This is an optimization exercise on Yosys and OpenROAD, whose aim is small area and a short achievable clock period, not a production implementation. The RTL was checked by simulation tests, not by an equivalence proof against the original design. Power and IR drop assume default switching activity.

## exp/xenon
==> flow/design.v (excerpt) <==
module lab4_2(
  input [1:0] mode,
  input [2:0] n_gasoline_pumps,
  input [2:0] n_diesel_pumps,
  input [3:0] fuel_amount,
  input fuel_type,
  input CLK,
  input rst,
  output [0:5] pump_status,
  output is_gasoline_queue_not_full,
  output is_diesel_queue_not_full,
  output [3:0] n_cars_in_gasoline_queue,
  output [3:0] n_cars_in_diesel_queue,
  output [7:0] total_gasoline_needed,
  output [7:0] total_diesel_needed,
  output reg invalid_gasoline_car,
  output reg invalid_diesel_car,
  output reg invalid_setup_params
);
clock: 13.0 ns
lec_check: 0
cap_margin: 20
core_margin: 2
core_utilization: 55
cts_buf_list: sky130_fd_sc_hd__clkbuf_8 sky130_fd_sc_hd__clkbuf_16
cts_cluster_diameter: 40
slew_margin: 20
standard.sh (not shown) runs the stock make flow with config.mk's settings and CLKGATE_MAP_FILE= SYNTH_SCRIPT=/design/flow/synth_recipe.tcl, a recipe that flattens the netlist after the stock synthesis.
==> flow/flow/run.sh <==
#!/bin/bash
# Own layout flow: the standard flow (standard.sh), with three changes:
#  - synthesis maps with an area-oriented ABC script (flow/area.abc) instead
#    of ORFS's speed script; everything else in synthesis is the standard flow's
#    synth_recipe.tcl unchanged (same registers, names and cell types);
#  - Yosys's full-adder extraction is left out (ADDER_MAP_FILE empty), so ABC
#    maps the adders along with the rest of the logic;
#  - ports are buffered with buf_2 cells, and timing repair may resize
#    cells across footprints (MATCH_CELL_FOOTPRINT 0);
#  - the timing repair steps aim for a setup slack margin (SETUP_MARGIN) so
#    that the critical paths get sized up after the area-oriented mapping.
# Each tool's full output goes to a log file in this folder.
set -euo pipefail
here=$(pwd)
SETUP_MARGIN=${SETUP_MARGIN:-8.8}
{
  echo "proc abc {args} {"
  echo "  set i [lsearch -exact \$args -script]"
  echo "  if {\$i >= 0} { set args [lreplace \$args [expr {\$i + 1}] [expr {\$i + 1}] $here/flow/area.abc] }"
  echo "  yosys abc {*}\$args"
  echo "}"
  cat synth_recipe.tcl
} > own_synth.tcl
bash standard.sh SYNTH_SCRIPT=$here/own_synth.tcl ADDER_MAP_FILE= SETUP_SLACK_MARGIN=$SETUP_MARGIN MATCH_CELL_FOOTPRINT=0 "BUFFER_PORTS_ARGS=-inputs -outputs -buffer_cell sky130_fd_sc_hd__buf_2" finish > flow_make.log 2>&1
==> flow/flow/area.abc <==
strash
ifraig
scorr
dc2
strash
&get -n
&dch -f
&nf -R 1000
&put
exp/xenon finished every step from synthesis to the final layout, and the layout passed the timing, design-rule and antenna checks.
For exp/onyx, these inputs were changed with respect to exp/xenon:
--- a/flow/flow/run.sh
+++ b/flow/flow/run.sh
@@ -14,3 +14,3 @@
 here=$(pwd)
-SETUP_MARGIN=${SETUP_MARGIN:-8.8}
+SETUP_MARGIN=${SETUP_MARGIN:-8.5}
 {
@@ -23,2 +23,2 @@
 } > own_synth.tcl
-bash standard.sh SYNTH_SCRIPT=$here/own_synth.tcl ADDER_MAP_FILE= SETUP_SLACK_MARGIN=$SETUP_MARGIN MATCH_CELL_FOOTPRINT=0 "BUFFER_PORTS_ARGS=-inputs -outputs -buffer_cell sky130_fd_sc_hd__buf_2" finish > flow_make.log 2>&1
+bash standard.sh SYNTH_SCRIPT=$here/own_synth.tcl ADDER_MAP_FILE= SETUP_SLACK_MARGIN=$SETUP_MARGIN MATCH_CELL_FOOTPRINT=0 TNS_END_PERCENT=20 "BUFFER_PORTS_ARGS=-inputs -outputs -buffer_cell sky130_fd_sc_hd__buf_2" finish > flow_make.log 2>&1
Findings:
Compared with exp/xenon, non-clock buffer instance count of the final layout in exp/onyx decreased by more than 10%.
Relative to exp/xenon, the final cell area reported for exp/onyx is lower.
The higher area growth from synthesis to layout came out of exp/xenon.
STATUS power: exp/onyx wins against exp/xenon
Cmp exp/onyx and exp/xenon / clock tree cell share of total cell area / higher: exp/xenon
Changes observed in exp/onyx relative to exp/xenon: sequential share of layout area moved up; number of vias in the routed layout down 160; global-route usage went down by 0.96 points.
Taking exp/xenon as the reference point, the number of gates on the worst path with buffers counted of exp/onyx falls by 1.
From exp/xenon to exp/onyx, number of levels in the clock H-tree did not move at all.
Going from exp/xenon to exp/onyx, the share of the clock period used by the worst path was found to have gone up by 1.3 points.
#### Input delta (exp/sierra over exp/onyx)
--- a/flow/flow/run.sh
+++ b/flow/flow/run.sh
@@ -23,2 +23,2 @@
 } > own_synth.tcl
-bash standard.sh SYNTH_SCRIPT=$here/own_synth.tcl ADDER_MAP_FILE= SETUP_SLACK_MARGIN=$SETUP_MARGIN MATCH_CELL_FOOTPRINT=0 TNS_END_PERCENT=20 "BUFFER_PORTS_ARGS=-inputs -outputs -buffer_cell sky130_fd_sc_hd__buf_2" finish > flow_make.log 2>&1
+bash standard.sh SYNTH_SCRIPT=$here/own_synth.tcl ADDER_MAP_FILE= SETUP_SLACK_MARGIN=$SETUP_MARGIN MATCH_CELL_FOOTPRINT=0 "BUFFER_PORTS_ARGS=-inputs -outputs -buffer_cell sky130_fd_sc_hd__buf_2" finish > flow_make.log 2>&1
--- a/flow/config.mk
+++ b/flow/config.mk
@@ -9,5 +9,5 @@
 export CORE_MARGIN = 2
-export CORE_UTILIZATION = 55
-export CTS_BUF_LIST = sky130_fd_sc_hd__clkbuf_8 sky130_fd_sc_hd__clkbuf_16
-export CTS_CLUSTER_DIAMETER = 40
+export CORE_UTILIZATION = 70
+export CTS_BUF_LIST = sky130_fd_sc_hd__clkbuf_4 sky130_fd_sc_hd__clkbuf_8
+export CTS_CLUSTER_SIZE = 12
 export SLEW_MARGIN = 20
## What came out
- Delta (exp/sierra minus exp/onyx): power drawn by the clock network now sits lower, die area went down by about 20%.
- Re largest net degree at the start of global routing: exp/onyx and exp/sierra aren't equal, and the higher value belongs to exp/sierra.
For exp/juniper, these inputs were changed with respect to exp/sierra:
--- a/flow/flow/run.sh
+++ b/flow/flow/run.sh
@@ -23,2 +23,2 @@
 } > own_synth.tcl
-bash standard.sh SYNTH_SCRIPT=$here/own_synth.tcl ADDER_MAP_FILE= SETUP_SLACK_MARGIN=$SETUP_MARGIN MATCH_CELL_FOOTPRINT=0 "BUFFER_PORTS_ARGS=-inputs -outputs -buffer_cell sky130_fd_sc_hd__buf_2" finish > flow_make.log 2>&1
+bash standard.sh SYNTH_SCRIPT=$here/own_synth.tcl ADDER_MAP_FILE= SETUP_SLACK_MARGIN=$SETUP_MARGIN MATCH_CELL_FOOTPRINT=0 SKIP_CTS_REPAIR_TIMING=1 "BUFFER_PORTS_ARGS=-inputs -outputs -buffer_cell sky130_fd_sc_hd__buf_2" finish > flow_make.log 2>&1
--- a/flow/config.mk
+++ b/flow/config.mk
@@ -9,5 +9,5 @@
 export CORE_MARGIN = 2
-export CORE_UTILIZATION = 70
-export CTS_BUF_LIST = sky130_fd_sc_hd__clkbuf_4 sky130_fd_sc_hd__clkbuf_8
-export CTS_CLUSTER_SIZE = 12
+export CORE_UTILIZATION = 55
+export CTS_BUF_LIST = sky130_fd_sc_hd__clkbuf_8 sky130_fd_sc_hd__clkbuf_16
+export CTS_CLUSTER_DIAMETER = 40
 export SLEW_MARGIN = 20
==> comparison <==
- Fraction of cell area in non-clock buffers: exp/sierra vs exp/juniper, no meaningful difference
- On number of nets in the finished design, exp/sierra and exp/juniper are neck and neck.
- Looking at worst setup path startpoint, the st[1] result is from exp/juniper; the fuel_amount[0] one comes from exp/sierra.
- Looking at net switching power, exp/juniper sits above exp/sierra.
- Of the two values seen for master of the slowest instance on the critical path, maj3_1 was produced by exp/sierra and dfxtp_4 by exp/juniper.
- Met1 usage: exp/juniper vs exp/sierra down 5.9 points
- Compared to exp/sierra, exp/juniper has overall fraction of global-route tracks in use 7.2 points lower.
- Relative to exp/sierra, the final cell area reported for exp/juniper is higher.
diff inputs: exp/juniper => exp/maple
--- a/flow/flow/run.sh
+++ b/flow/flow/run.sh
@@ -23,2 +23,2 @@
 } > own_synth.tcl
-bash standard.sh SYNTH_SCRIPT=$here/own_synth.tcl ADDER_MAP_FILE= SETUP_SLACK_MARGIN=$SETUP_MARGIN MATCH_CELL_FOOTPRINT=0 SKIP_CTS_REPAIR_TIMING=1 "BUFFER_PORTS_ARGS=-inputs -outputs -buffer_cell sky130_fd_sc_hd__buf_2" finish > flow_make.log 2>&1
+bash standard.sh SYNTH_SCRIPT=$here/own_synth.tcl ADDER_MAP_FILE= SETUP_SLACK_MARGIN=$SETUP_MARGIN MATCH_CELL_FOOTPRINT=0 "BUFFER_PORTS_ARGS=-inputs -outputs -buffer_cell sky130_fd_sc_hd__buf_2" finish > flow_make.log 2>&1
exp/maple vs. exp/juniper: leakage power went down by about 1.8%; growth of design area from synthesis to finish saw a decrease; final area ~0 delta; fmax went up by 2.0 MHz; worst setup slack now sits higher. Compared with exp/juniper, exp/maple instantiates a smaller number of standard cells. Re share of the clock period used by the worst path after layout: exp/juniper and exp/maple aren't equal, and the higher value belongs to exp/juniper. Post-route core utilization across exp/juniper and exp/maple: no real change. Diff exp/maple..exp/juniper | horizontal die dimension | negligible.
diff inputs: exp/maple => exp/amber
--- a/flow/flow/run.sh
+++ b/flow/flow/run.sh
@@ -14,3 +14,3 @@
 here=$(pwd)
-SETUP_MARGIN=${SETUP_MARGIN:-8.5}
+SETUP_MARGIN=${SETUP_MARGIN:-8.2}
 {
Notes after the runs:
- Synthesized area: exp/maple vs exp/amber identical
- Between exp/maple and exp/amber, the via count does not differ in any meaningful way.
- Comparing exp/amber and exp/maple, the lower total clock network power was measured on exp/amber.
- Routed length per placed instance of exp/amber exceeds that of exp/maple slightly.
- exp/amber vs. exp/maple: final design instance area without fill decreased 240 µm²; non-filler instance count after layout decreased 11.
- exp/maple consumes more power than exp/amber.
- exp/maple has a higher clock skew than exp/amber.
- The run showing the smaller slew at the pin with the worst max-slew slack is exp/maple.
- exp/amber gives less count of buffers not belonging to the clock network in the layout than exp/maple did.
- Share of layout cells above drive strength 1 on exp/amber is down relative to exp/maple.

static timing again, ports no longer ideal:
No port has a modelled driver above. Below, the same layouts with a new extraction and two added sets of constraints. Step 1 assumes that a clkbuf_16 drives the clock port and a buf_2 every other input. Step 2 moves the port delays by t, midway between the first and last clock arrival at a register: inputs arrive t later, outputs are due t later. That takes back most of the time a late clock gives input paths. Three values: no drivers, after step 1, after step 2; two values: the first two.
run	t, ns	setup WS [ns]	worst setup path at the end
exp/xenon	0.413	8.766 / 8.750 / 8.336	input to register
exp/onyx	0.412	8.596 / 8.610 / 8.197	input to register
exp/sierra	0.445	8.564 / 8.567 / 8.122	input to register
exp/juniper	0.411	8.553 / 8.553 / 8.167	input to register
exp/maple	0.411	8.592 / 8.601 / 8.189	input to register
exp/amber	0.411	8.283 / 8.307 / 7.896	input to register
After both steps every run listed still meets setup and hold. For exp/sierra, which loses most, drivers alone change the setup slack by +0.003 ns; drivers and shift together by -0.442 ns.
